Source: an optimization exercise on an open RTL-to-GDS flow (aim: small area and a short achievable clock period). Production flows keep margins and buffers that such runs may drop.
In this exercise RTL edits were held to simulation tests only and were not proved equivalent to the original.
No activity file was given, so power comes from the tool's default toggle rates.

==> v33 <==
==> flow/design.v <==
module SCP(Clock,Reset,Inst,InstAddr,FlagReg,Result_Out);
	input Clock,Reset;
	input [31:0] Inst;
	output [31:0] InstAddr;
	output reg [3:0] FlagReg;
	output [31:0] Result_Out;
	wire [1:0] Op  = Inst[27:26];
	wire       I   = Inst[25];
	wire [3:0] cmd = Inst[24:21];
	wire       S   = Inst[20];
	wire [3:0] Rn  = Inst[19:16];
	wire [3:0] Rd  = Inst[15:12];
	wire [3:0] Rm  = Inst[3:0];
	reg  [31:0] PC;
	reg  [32*15-1:0] rf;    
	reg  [32*64-1:0] dm;    
	assign InstAddr = PC;
	wire [29:0] pc_hi4 = PC[31:2] + 30'd1;
	wire [29:0] pc_hi8 = PC[31:2] + 30'd2;
	wire [31:0] PCPlus4 = {pc_hi4, PC[1:0]};
	wire [31:0] PCPlus8 = {pc_hi8, PC[1:0]};
	wire        is_mem = (Op == 2'b01);
	wire [3:0]  ra2    = is_mem ? Rd : Rm;
	wire [15:0] oh1    = 16'd1 << Rn;
	wire [15:0] oh2    = 16'd1 << ra2;
	reg [31:0] RD1, RD2;
	integer k;
	always @(*) begin
		RD1 = PCPlus8 & {32{oh1[15]}};
		RD2 = PCPlus8 & {32{oh2[15]}};
		for (k = 0; k < 15; k = k + 1) begin
			RD1 = RD1 | (rf[32*k +: 32] & {32{oh1[k]}});
			RD2 = RD2 | (rf[32*k +: 32] & {32{oh2[k]}});
		end
	end
	wire [7:0]  addr8 = RD1[7:0] + Inst[7:0];
	wire [5:0]  widx  = addr8[7:2];
	wire [63:0] ohm   = 64'd1 << widx;
	reg  [31:0] ReadData;
	always @(*) begin
		ReadData = 32'd0;
		for (k = 0; k < 64; k = k + 1)
			ReadData = ReadData | (dm[32*k +: 32] & {32{ohm[k]}});
	end
	wire [31:0] SRD2 = Inst[5] ? (RD2 >> Inst[11:7]) : (RD2 << Inst[11:7]);
	wire        dp   = (Op == 2'b00);
	wire [31:0] B    = (dp & I) ? {24'd0, Inst[7:0]} : SRD2;
	wire        sub  = dp & ((cmd == 4'h2) | (cmd == 4'hA));
	wire [31:0] Bx   = B ^ {32{sub}};
	wire [32:0] sum  = {1'b0, RD1} + {1'b0, Bx} + {32'd0, sub};
	reg [31:0] alu;
	always @(*) begin
		if (dp && cmd == 4'h0)      alu = RD1 & B;
		else if (dp && cmd == 4'hC) alu = RD1 | B;
		else if (dp && cmd == 4'hD) alu = B;
		else                        alu = sum[31:0];
	end
	wire [31:0] Result = is_mem ? ReadData : alu;
	assign Result_Out = Result;
	wire logic_op = (cmd == 4'h0) | (cmd == 4'hC);
	wire arith_op = (cmd == 4'h2) | (cmd == 4'h4);
	wire we_nz = dp & ((S & (logic_op | arith_op)) | (cmd == 4'hA));
	wire we_cv = dp & ((S & arith_op) | (cmd == 4'hA));
	wire fN = alu[31];
	wire fZ = ~(|alu);
	wire fC = sub ? (~sum[32] | ~(|B)) : sum[32];
	wire fV = (RD1[31] == Bx[31]) & (sum[31] != RD1[31]);
	always @(posedge Clock) begin
		if (Reset) FlagReg <= 4'd0;
		else begin
			if (we_nz) FlagReg[3:2] <= {fN, fZ};
			if (we_cv) FlagReg[1:0] <= {fC, fV};
		end
	end
	wire pc_wr  = (Rd == 4'hF);
	always @(posedge Clock) begin
		if (Reset) PC <= 32'd0;
		else       PC <= pc_wr ? Result : PCPlus4;
	end
	wire reg_we = (dp & (cmd != 4'hA)) | (is_mem & S);
	wire mem_we = is_mem & ~S;
	wire [15:0] ohd = 16'd1 << Rd;
	wire [31:0] rf_wd = Reset ? 32'd0 : Result;
	wire [31:0] dm_wd = Reset ? 32'd0 : RD2;
	genvar g;
	generate
		for (g = 0; g < 15; g = g + 1) begin : regs
			always @(posedge Clock)
				if (Reset | (reg_we & ohd[g])) rf[32*g +: 32] <= rf_wd;
		end
		for (g = 0; g < 64; g = g + 1) begin : mem
			always @(posedge Clock)
				if (Reset | (mem_we & ohm[g])) dm[32*g +: 32] <= dm_wd;
		end
	endgenerate
endmodule
==> flow/run.sh <==
#!/bin/bash
# synth_recipe.tcl (not shown) runs the flow's synth.tcl, then flattens the netlist and writes it again
# the make line also repeats each setting of config.mk as NAME=value (left out here)
make -C /OpenROAD-flow-scripts/flow DESIGN_CONFIG=/design/flow/config.mk WORK_HOME=/design/flow/orfs CLKGATE_MAP_FILE= SYNTH_SCRIPT=/design/flow/synth_recipe.tcl finish
==> flow/config.mk <==
export PLATFORM = sky130hd
export DESIGN_NAME = SCP
export DESIGN_NICKNAME = SCP
export VERILOG_FILES = /design/flow/design.v
export SDC_FILE = /design/flow/constraint.sdc
export NUM_CORES = 4
export LEC_CHECK = 0
export CAP_MARGIN = 20
export CORE_MARGIN = 2
export CORE_UTILIZATION = 30
export SLEW_MARGIN = 20
==> flow/constraint.sdc <==
create_clock -name core_clock -period 22.0 [get_ports {Clock}]
set_input_delay 4.4000 -clock core_clock [delete_from_list [all_inputs] [get_ports {Clock}]]
set_output_delay 4.4000 -clock core_clock [all_outputs]
set_load 0.01 [all_outputs]
==> inputs of v6, as changes to v33 <==
==> flow/design.v, changed modules only <==
module SCP(Clock,Reset,Inst,InstAddr,FlagReg,Result_Out);
	input Clock,Reset;
	input [31:0] Inst;
	output [31:0] InstAddr;
	output reg [3:0] FlagReg;
	output [31:0] Result_Out;
	wire [1:0] Op  = Inst[27:26];
	wire       I   = Inst[25];
	wire [3:0] cmd = Inst[24:21];
	wire       S   = Inst[20];
	wire [3:0] Rn  = Inst[19:16];
	wire [3:0] Rd  = Inst[15:12];
	wire [3:0] Rm  = Inst[3:0];
	reg  [31:0] PC;
	reg  [32*15-1:0] rf;    
	reg  [32*64-1:0] dm;    
	assign InstAddr = PC;
	wire [29:0] pc_hi4 = PC[31:2] + 30'd1;
	wire [29:0] pc_hi8 = PC[31:2] + 30'd2;
	wire [31:0] PCPlus4 = {pc_hi4, PC[1:0]};
	wire [31:0] PCPlus8 = {pc_hi8, PC[1:0]};
	wire        is_mem = (Op == 2'b01);
	wire [15:0] oh1    = 16'd1 << Rn;
	wire [15:0] oh2    = 16'd1 << Rm;
	wire [15:0] ohd    = 16'd1 << Rd;
	wire [31:0] RD1, RD2, RD3;
	genvar b, w, k2;
	generate
		for (b = 0; b < 32; b = b + 1) begin : rdp
			wire [15:0] col;
			for (w = 0; w < 15; w = w + 1) begin : c
				assign col[w] = rf[32*w + b];
			end
			assign col[15] = PCPlus8[b];
			assign RD1[b] = |(col & oh1);
			assign RD2[b] = |(col & oh2);
			assign RD3[b] = |(col & ohd);
		end
	endgenerate
	wire [7:0]  addr8 = RD1[7:0] + Inst[7:0];
	wire [5:0]  widx  = addr8[7:2];
	wire [63:0] ohm   = 64'd1 << widx;
	wire [7:0]  ohl   = 8'd1 << widx[2:0];
	wire [7:0]  ohh   = 8'd1 << widx[5:3];
	wire [31:0] ReadData;
	generate
		for (b = 0; b < 32; b = b + 1) begin : rdm
			wire [7:0] grp;
			for (w = 0; w < 8; w = w + 1) begin : g
				wire [7:0] col;
				for (k2 = 0; k2 < 8; k2 = k2 + 1) begin : c
					assign col[k2] = dm[32*(8*w + k2) + b];
				end
				assign grp[w] = |(col & ohl);
			end
			assign ReadData[b] = |(grp & ohh);
		end
	endgenerate
	wire [31:0] SRD2 = Inst[5] ? (RD2 >> Inst[11:7]) : (RD2 << Inst[11:7]);
	wire        dp   = (Op == 2'b00);
	wire [31:0] B    = (dp & I) ? {24'd0, Inst[7:0]} : SRD2;
	wire        sub  = dp & ((cmd == 4'h2) | (cmd == 4'hA));
	wire [31:0] Bx   = B ^ {32{sub}};
	wire [32:0] sum  = {1'b0, RD1} + {1'b0, Bx} + {32'd0, sub};
	reg [31:0] alu;
	always @(*) begin
		if (dp && cmd == 4'h0)      alu = RD1 & B;
		else if (dp && cmd == 4'hC) alu = RD1 | B;
		else if (dp && cmd == 4'hD) alu = B;
		else                        alu = sum[31:0];
	end
	wire [31:0] Result = is_mem ? ReadData : alu;
	assign Result_Out = Result;
	wire logic_op = (cmd == 4'h0) | (cmd == 4'hC);
	wire arith_op = (cmd == 4'h2) | (cmd == 4'h4);
	wire we_nz = dp & ((S & (logic_op | arith_op)) | (cmd == 4'hA));
	wire we_cv = dp & ((S & arith_op) | (cmd == 4'hA));
	wire fN = alu[31];
	wire fZ = ~(|alu);
	wire fC = sub ? (~sum[32] | ~(|B)) : sum[32];
	wire fV = (RD1[31] == Bx[31]) & (sum[31] != RD1[31]);
	always @(posedge Clock) begin
		if (Reset) FlagReg <= 4'd0;
		else begin
			if (we_nz) FlagReg[3:2] <= {fN, fZ};
			if (we_cv) FlagReg[1:0] <= {fC, fV};
		end
	end
	wire pc_wr  = (Rd == 4'hF);
	always @(posedge Clock) begin
		if (Reset) PC <= 32'd0;
		else       PC <= pc_wr ? Result : PCPlus4;
	end
	wire reg_we = (dp & (cmd != 4'hA)) | (is_mem & S);
	wire mem_we = is_mem & ~S;
	wire [31:0] rf_wd = Reset ? 32'd0 : Result;
	wire [31:0] dm_wd = Reset ? 32'd0 : RD3;
	genvar g;
	generate
		for (g = 0; g < 15; g = g + 1) begin : regs
			always @(posedge Clock)
				if (Reset | (reg_we & ohd[g])) rf[32*g +: 32] <= rf_wd;
		end
		for (g = 0; g < 64; g = g + 1) begin : mem
			always @(posedge Clock)
				if (Reset | (mem_we & ohm[g])) dm[32*g +: 32] <= dm_wd;
		end
	endgenerate
endmodule
==> flow/flow/run.sh (new file) <==
#!/bin/bash
# Standard ORFS layout, with timing repair aimed well below the clock period
# and plain buffers (not delay cells) on the ports.
set -euo pipefail
bash standard.sh SETUP_SLACK_MARGIN=8 \
  "BUFFER_PORTS_ARGS=-inputs -outputs -buffer_cell sky130_fd_sc_hd__buf_4" \
  finish > standard_flow.log 2>&1
==> flow/standard.sh (new file) <==
#!/bin/bash
# synth_recipe.tcl (not shown) runs the flow's synth.tcl, then flattens the netlist and writes it again
# the make line also repeats each setting of config.mk as NAME=value (left out here)
make -C /OpenROAD-flow-scripts/flow DESIGN_CONFIG=/design/flow/config.mk WORK_HOME=/design/flow/orfs CLKGATE_MAP_FILE= SYNTH_SCRIPT=/design/flow/synth_recipe.tcl "${@:-finish}"
ABC_AREA = 1   (was not set)
CORE_UTILIZATION = 50   (was 30)
CTS_CLUSTER_DIAMETER = 60   (was not set)
CTS_CLUSTER_SIZE = 24   (was not set)
removed: flow/run.sh
==> inputs of v16, as changes to v33 <==
==> flow/design.v, changed modules only <==
module SCP(Clock,Reset,Inst,InstAddr,FlagReg,Result_Out);
	input Clock,Reset;
	input [31:0] Inst;
	output [31:0] InstAddr;
	output reg [3:0] FlagReg;
	output [31:0] Result_Out;
	wire [1:0] Op  = Inst[27:26];
	wire       I   = Inst[25];
	wire [3:0] cmd = Inst[24:21];
	wire       S   = Inst[20];
	wire [3:0] Rn  = Inst[19:16];
	wire [3:0] Rd  = Inst[15:12];
	wire [3:0] Rm  = Inst[3:0];
	reg  [31:0] PC;
	reg  [32*15-1:0] rf;    
	reg  [32*64-1:0] dm;    
	assign InstAddr = PC;
	wire [29:0] pc_hi4 = PC[31:2] + 30'd1;
	wire [29:0] pc_hi8 = PC[31:2] + 30'd2;
	wire [31:0] PCPlus4 = {pc_hi4, PC[1:0]};
	wire [31:0] PCPlus8 = {pc_hi8, PC[1:0]};
	wire        is_mem = (Op == 2'b01);
	wire [15:0] oh1    = 16'd1 << Rn;
	wire [15:0] oh2    = 16'd1 << Rm;
	wire [15:0] ohd    = 16'd1 << Rd;
	wire [31:0] RD1, RD2, RD3;
	genvar b, w, k2;
	generate
		for (b = 0; b < 32; b = b + 1) begin : rdp
			wire [15:0] col;
			for (w = 0; w < 15; w = w + 1) begin : c
				assign col[w] = rf[32*w + b];
			end
			assign col[15] = PCPlus8[b];
			assign RD1[b] = |(col & oh1);
			assign RD2[b] = |(col & oh2);
			assign RD3[b] = |(col & ohd);
		end
	endgenerate
	wire [7:0]  addr8 = RD1[7:0] + Inst[7:0];
	wire [5:0]  widx  = addr8[7:2];
	wire [63:0] ohm   = 64'd1 << widx;
	wire [7:0]  ohl   = 8'd1 << widx[2:0];
	wire [7:0]  ohh   = 8'd1 << widx[5:3];
	wire [31:0] ReadData;
	generate
		for (b = 0; b < 32; b = b + 1) begin : rdm
			wire [7:0] grp;
			for (w = 0; w < 8; w = w + 1) begin : g
				wire [7:0] col;
				for (k2 = 0; k2 < 8; k2 = k2 + 1) begin : c
					assign col[k2] = dm[32*(8*w + k2) + b];
				end
				assign grp[w] = |(col & ohl);
			end
			assign ReadData[b] = |(grp & ohh);
		end
	endgenerate
	wire [31:0] SRD2 = Inst[5] ? (RD2 >> Inst[11:7]) : (RD2 << Inst[11:7]);
	wire        dp   = (Op == 2'b00);
	wire [31:0] B    = (dp & I) ? {24'd0, Inst[7:0]} : SRD2;
	wire        sub  = dp & ((cmd == 4'h2) | (cmd == 4'hA));
	wire [31:0] Bx   = B ^ {32{sub}};
	wire [32:0] sum  = {1'b0, RD1} + {1'b0, Bx} + {32'd0, sub};
	reg [31:0] alu;
	always @(*) begin
		if (dp && cmd == 4'h0)      alu = RD1 & B;
		else if (dp && cmd == 4'hC) alu = RD1 | B;
		else if (dp && cmd == 4'hD) alu = B;
		else                        alu = sum[31:0];
	end
	wire [31:0] Result = is_mem ? ReadData : alu;
	assign Result_Out = Result;
	wire logic_op = (cmd == 4'h0) | (cmd == 4'hC);
	wire arith_op = (cmd == 4'h2) | (cmd == 4'h4);
	wire we_nz = dp & ((S & (logic_op | arith_op)) | (cmd == 4'hA));
	wire we_cv = dp & ((S & arith_op) | (cmd == 4'hA));
	wire fN = alu[31];
	wire fZ = ~(|alu);
	wire fC = sub ? (~sum[32] | ~(|B)) : sum[32];
	wire fV = (RD1[31] == Bx[31]) & (sum[31] != RD1[31]);
	always @(posedge Clock) begin
		if (Reset) FlagReg <= 4'd0;
		else begin
			if (we_nz) FlagReg[3:2] <= {fN, fZ};
			if (we_cv) FlagReg[1:0] <= {fC, fV};
		end
	end
	wire pc_wr  = (Rd == 4'hF);
	always @(posedge Clock) begin
		if (Reset) PC <= 32'd0;
		else       PC <= pc_wr ? Result : PCPlus4;
	end
	wire reg_we = (dp & (cmd != 4'hA)) | (is_mem & S);
	wire mem_we = is_mem & ~S;
	wire [31:0] rf_wd = Reset ? 32'd0 : Result;
	wire [31:0] dm_wd = Reset ? 32'd0 : RD3;
	genvar g;
	generate
		for (g = 0; g < 15; g = g + 1) begin : regs
			always @(posedge Clock)
				if (Reset | (reg_we & ohd[g])) rf[32*g +: 32] <= rf_wd;
		end
		for (g = 0; g < 64; g = g + 1) begin : mem
			always @(posedge Clock)
				if (Reset | (mem_we & ohm[g])) dm[32*g +: 32] <= dm_wd;
		end
	endgenerate
endmodule
==> flow/flow/run.sh (new file) <==
#!/bin/bash
# Standard ORFS layout, with timing repair aimed well below the clock period
# and plain buffers (not delay cells) on the ports.
set -euo pipefail
bash standard.sh SETUP_SLACK_MARGIN=8 \
  "BUFFER_PORTS_ARGS=-inputs -outputs -buffer_cell sky130_fd_sc_hd__buf_4" \
  finish > standard_flow.log 2>&1
==> flow/standard.sh (new file) <==
#!/bin/bash
# synth_recipe.tcl (not shown) runs the flow's synth.tcl, then flattens the netlist and writes it again
# the make line also repeats each setting of config.mk as NAME=value (left out here)
make -C /OpenROAD-flow-scripts/flow DESIGN_CONFIG=/design/flow/config.mk WORK_HOME=/design/flow/orfs CLKGATE_MAP_FILE= SYNTH_SCRIPT=/design/flow/synth_recipe.tcl "${@:-finish}"
ABC_AREA = 1   (was not set)
CORE_UTILIZATION = 45   (was 30)
CTS_CLUSTER_DIAMETER = 80   (was not set)
CTS_CLUSTER_SIZE = 30   (was not set)
removed: flow/run.sh
==> inputs of v17, as changes to v33 <==
==> flow/design.v, changed modules only <==
module SCP(Clock,Reset,Inst,InstAddr,FlagReg,Result_Out);
	input Clock,Reset;
	input [31:0] Inst;
	output [31:0] InstAddr;
	output reg [3:0] FlagReg;
	output [31:0] Result_Out;
	wire [1:0] Op  = Inst[27:26];
	wire       I   = Inst[25];
	wire [3:0] cmd = Inst[24:21];
	wire       S   = Inst[20];
	wire [3:0] Rn  = Inst[19:16];
	wire [3:0] Rd  = Inst[15:12];
	wire [3:0] Rm  = Inst[3:0];
	reg  [31:0] PC;
	reg  [32*15-1:0] rf;    
	reg  [32*64-1:0] dm;    
	assign InstAddr = PC;
	wire [29:0] pc_hi4 = PC[31:2] + 30'd1;
	wire [29:0] pc_hi8 = PC[31:2] + 30'd2;
	wire [31:0] PCPlus4 = {pc_hi4, PC[1:0]};
	wire [31:0] PCPlus8 = {pc_hi8, PC[1:0]};
	wire        is_mem = (Op == 2'b01);
	wire [15:0] oh1    = 16'd1 << Rn;
	wire [15:0] oh2    = 16'd1 << Rm;
	wire [15:0] ohd    = 16'd1 << Rd;
	wire [31:0] RD1, RD2, RD3;
	genvar b, w, k2;
	generate
		for (b = 0; b < 32; b = b + 1) begin : rdp
			wire [15:0] col;
			for (w = 0; w < 15; w = w + 1) begin : c
				assign col[w] = rf[32*w + b];
			end
			assign col[15] = PCPlus8[b];
			assign RD1[b] = |(col & oh1);
			assign RD2[b] = |(col & oh2);
			assign RD3[b] = |(col & ohd);
		end
	endgenerate
	wire [7:0]  addr8 = RD1[7:0] + Inst[7:0];
	wire [5:0]  widx  = addr8[7:2];
	wire [63:0] ohm   = 64'd1 << widx;
	wire [7:0]  ohl   = 8'd1 << widx[2:0];
	wire [7:0]  ohh   = 8'd1 << widx[5:3];
	wire [31:0] ReadData;
	generate
		for (b = 0; b < 32; b = b + 1) begin : rdm
			wire [7:0] grp;
			for (w = 0; w < 8; w = w + 1) begin : g
				wire [7:0] col;
				for (k2 = 0; k2 < 8; k2 = k2 + 1) begin : c
					assign col[k2] = dm[32*(8*w + k2) + b];
				end
				assign grp[w] = |(col & ohl);
			end
			assign ReadData[b] = |(grp & ohh);
		end
	endgenerate
	wire [31:0] SRD2 = Inst[5] ? (RD2 >> Inst[11:7]) : (RD2 << Inst[11:7]);
	wire        dp   = (Op == 2'b00);
	wire [31:0] B    = (dp & I) ? {24'd0, Inst[7:0]} : SRD2;
	wire        sub  = dp & ((cmd == 4'h2) | (cmd == 4'hA));
	wire [31:0] Bx   = B ^ {32{sub}};
	wire [32:0] sum  = {1'b0, RD1} + {1'b0, Bx} + {32'd0, sub};
	reg [31:0] alu;
	always @(*) begin
		if (dp && cmd == 4'h0)      alu = RD1 & B;
		else if (dp && cmd == 4'hC) alu = RD1 | B;
		else if (dp && cmd == 4'hD) alu = B;
		else                        alu = sum[31:0];
	end
	wire [31:0] Result = is_mem ? ReadData : alu;
	assign Result_Out = Result;
	wire logic_op = (cmd == 4'h0) | (cmd == 4'hC);
	wire arith_op = (cmd == 4'h2) | (cmd == 4'h4);
	wire we_nz = dp & ((S & (logic_op | arith_op)) | (cmd == 4'hA));
	wire we_cv = dp & ((S & arith_op) | (cmd == 4'hA));
	wire fN = alu[31];
	wire fZ = ~(|alu);
	wire fC = sub ? (~sum[32] | ~(|B)) : sum[32];
	wire fV = (RD1[31] == Bx[31]) & (sum[31] != RD1[31]);
	always @(posedge Clock) begin
		if (Reset) FlagReg <= 4'd0;
		else begin
			if (we_nz) FlagReg[3:2] <= {fN, fZ};
			if (we_cv) FlagReg[1:0] <= {fC, fV};
		end
	end
	wire pc_wr  = (Rd == 4'hF);
	always @(posedge Clock) begin
		if (Reset) PC <= 32'd0;
		else       PC <= pc_wr ? Result : PCPlus4;
	end
	wire reg_we = (dp & (cmd != 4'hA)) | (is_mem & S);
	wire mem_we = is_mem & ~S;
	wire [31:0] rf_wd = Reset ? 32'd0 : Result;
	wire [31:0] dm_wd = Reset ? 32'd0 : RD3;
	genvar g;
	generate
		for (g = 0; g < 15; g = g + 1) begin : regs
			always @(posedge Clock)
				if (Reset | (reg_we & ohd[g])) rf[32*g +: 32] <= rf_wd;
		end
		for (g = 0; g < 64; g = g + 1) begin : mem
			always @(posedge Clock)
				if (Reset | (mem_we & ohm[g])) dm[32*g +: 32] <= dm_wd;
		end
	endgenerate
endmodule
==> flow/flow/run.sh (new file) <==
#!/bin/bash
# Standard ORFS layout, with timing repair aimed well below the clock period
# and plain buffers (not delay cells) on the ports.
set -euo pipefail
bash standard.sh SETUP_SLACK_MARGIN=8 \
  "BUFFER_PORTS_ARGS=-inputs -outputs -buffer_cell sky130_fd_sc_hd__buf_4" \
  finish > standard_flow.log 2>&1
==> flow/standard.sh (new file) <==
#!/bin/bash
# synth_recipe.tcl (not shown) runs the flow's synth.tcl, then flattens the netlist and writes it again
# the make line also repeats each setting of config.mk as NAME=value (left out here)
make -C /OpenROAD-flow-scripts/flow DESIGN_CONFIG=/design/flow/config.mk WORK_HOME=/design/flow/orfs CLKGATE_MAP_FILE= SYNTH_SCRIPT=/design/flow/synth_recipe.tcl "${@:-finish}"
ABC_AREA = 1   (was not set)
CORE_UTILIZATION = 55   (was 30)
CTS_BUF_LIST = sky130_fd_sc_hd__clkbuf_4 sky130_fd_sc_hd__clkbuf_8   (was not set)
removed: flow/run.sh
==> comparison table <==
Vias post-DR: v17 92.0k; v33 79.2k; v6 88.8k; v16 89.2k
Xor/xnor share of the synthesized area: v17 0.00530; v33 0.00850; v6 0.00530; v16 0.00530
Met3 usage: v17 0.170; v33 0.0821; v6 0.102; v16 0.107
Effective utilization at floorplan: v17 0.554; v33 0.301; v6 0.501; v16 0.452
Multi-input gates: v17 6027; v33 3968; v6 6024; v16 6027
Final worst slack: v17 7.74 ns; v33 1.61 ns; v6 7.81 ns; v16 7.77 ns
Slew Limit Headroom: v17 0.0651; v33 0.121; v6 0.122; v16 0.122
Number of antenna violations at the first check in global routing: v17 46; v33 30; v6 21; v16 38
WL/cell: v17 36.7 µm; v33 39.6 µm; v6 37.1 µm; v16 36.9 µm
Non-filler instance count after layout: v17 13.3k; v33 12.2k; v6 13.3k; v16 13.5k
Outcome: v17 finished clean; v33 finished clean; v6 finished clean; v16 finished clean
Worst Tran Pin Value: v17 1.39 ns; v33 1.31 ns; v6 1.32 ns; v16 1.32 ns
Met3 Routed Length: v17 75400 µm; v33 74300 µm; v6 62100 µm; v16 66000 µm
Placement Setup Slack: v17 4.61 ns; v33 2.24 ns; v6 4.65 ns; v16 4.67 ns
Combinational fraction of design power: v17 0.325; v33 0.239; v6 0.334; v16 0.354
Hold_sp: v17 FlagReg[0]$_SDFFE_PP0P_; v33 FlagReg[1]$_SDFFE_PP0P_; v6 FlagReg[0]$_SDFFE_PP0P_; v16 FlagReg[1]$_SDFFE_PP0P_
P per Cell Area: v17 115 mW/mm²; v33 113 mW/mm²; v6 112 mW/mm²; v16 110 mW/mm²
Fraction of synthesized area in multiplexers: v17 0.000178; v33 0.0134; v6 0.000178; v16 0.000178
Fraction of standard cell area in multi-input logic: v17 0.262; v33 0.239; v6 0.267; v16 0.267
Launch point of the worst path: v17 Inst[18]; v33 Inst[27]; v6 Inst[16]; v16 Inst[16]
Die height: v17 456 µm; v33 601 µm; v6 478 µm; v16 504 µm
Seq/total area: v17 0.569; v33 0.621; v6 0.572; v16 0.576
Number of buffers created by CTS: v17 418; v33 236; v6 174; v16 132
Number of non-clock inverters: v17 568; v33 57; v6 570; v16 573
Count of clock-net buffers in the final layout: v17 577; v33 302; v6 178; v16 141

-- separate check: timing with driven ports --
In the flow no input, the clock included, has a driving cell. The finished layouts below were timed again as built, in two steps. Step 1: set_driving_cell puts a clkbuf_16 on Clock and a buf_2 on each other input, an assumption about the parent block. Step 2 moves the port delays by t, midway between the first and last clock arrival at a register: inputs arrive t later, outputs are due t later. That takes back most of the time a late clock gives input paths. Slacks: no drivers / after step 1 / after step 2; pairs: no drivers / after step 1.
run	t, ns	setup slack, ns	slew at the worst register clock pin (ns)	cell pins on the clock port's net
v33	0.982	1.609 / 1.579 / 1.579	0.07 / 0.07	1
v6	0.992	7.811 / 7.656 / 7.656	0.10 / 0.10	1
v16	0.927	7.773 / 7.608 / 7.608	0.12 / 0.12	1
v17	1.186	7.737 / 7.584 / 7.584	0.07 / 0.07	1
After both steps every run listed still meets setup and hold. The setup slack of v16, which loses most, moves by -0.165 ns with the drivers and by -0.165 ns with both steps.
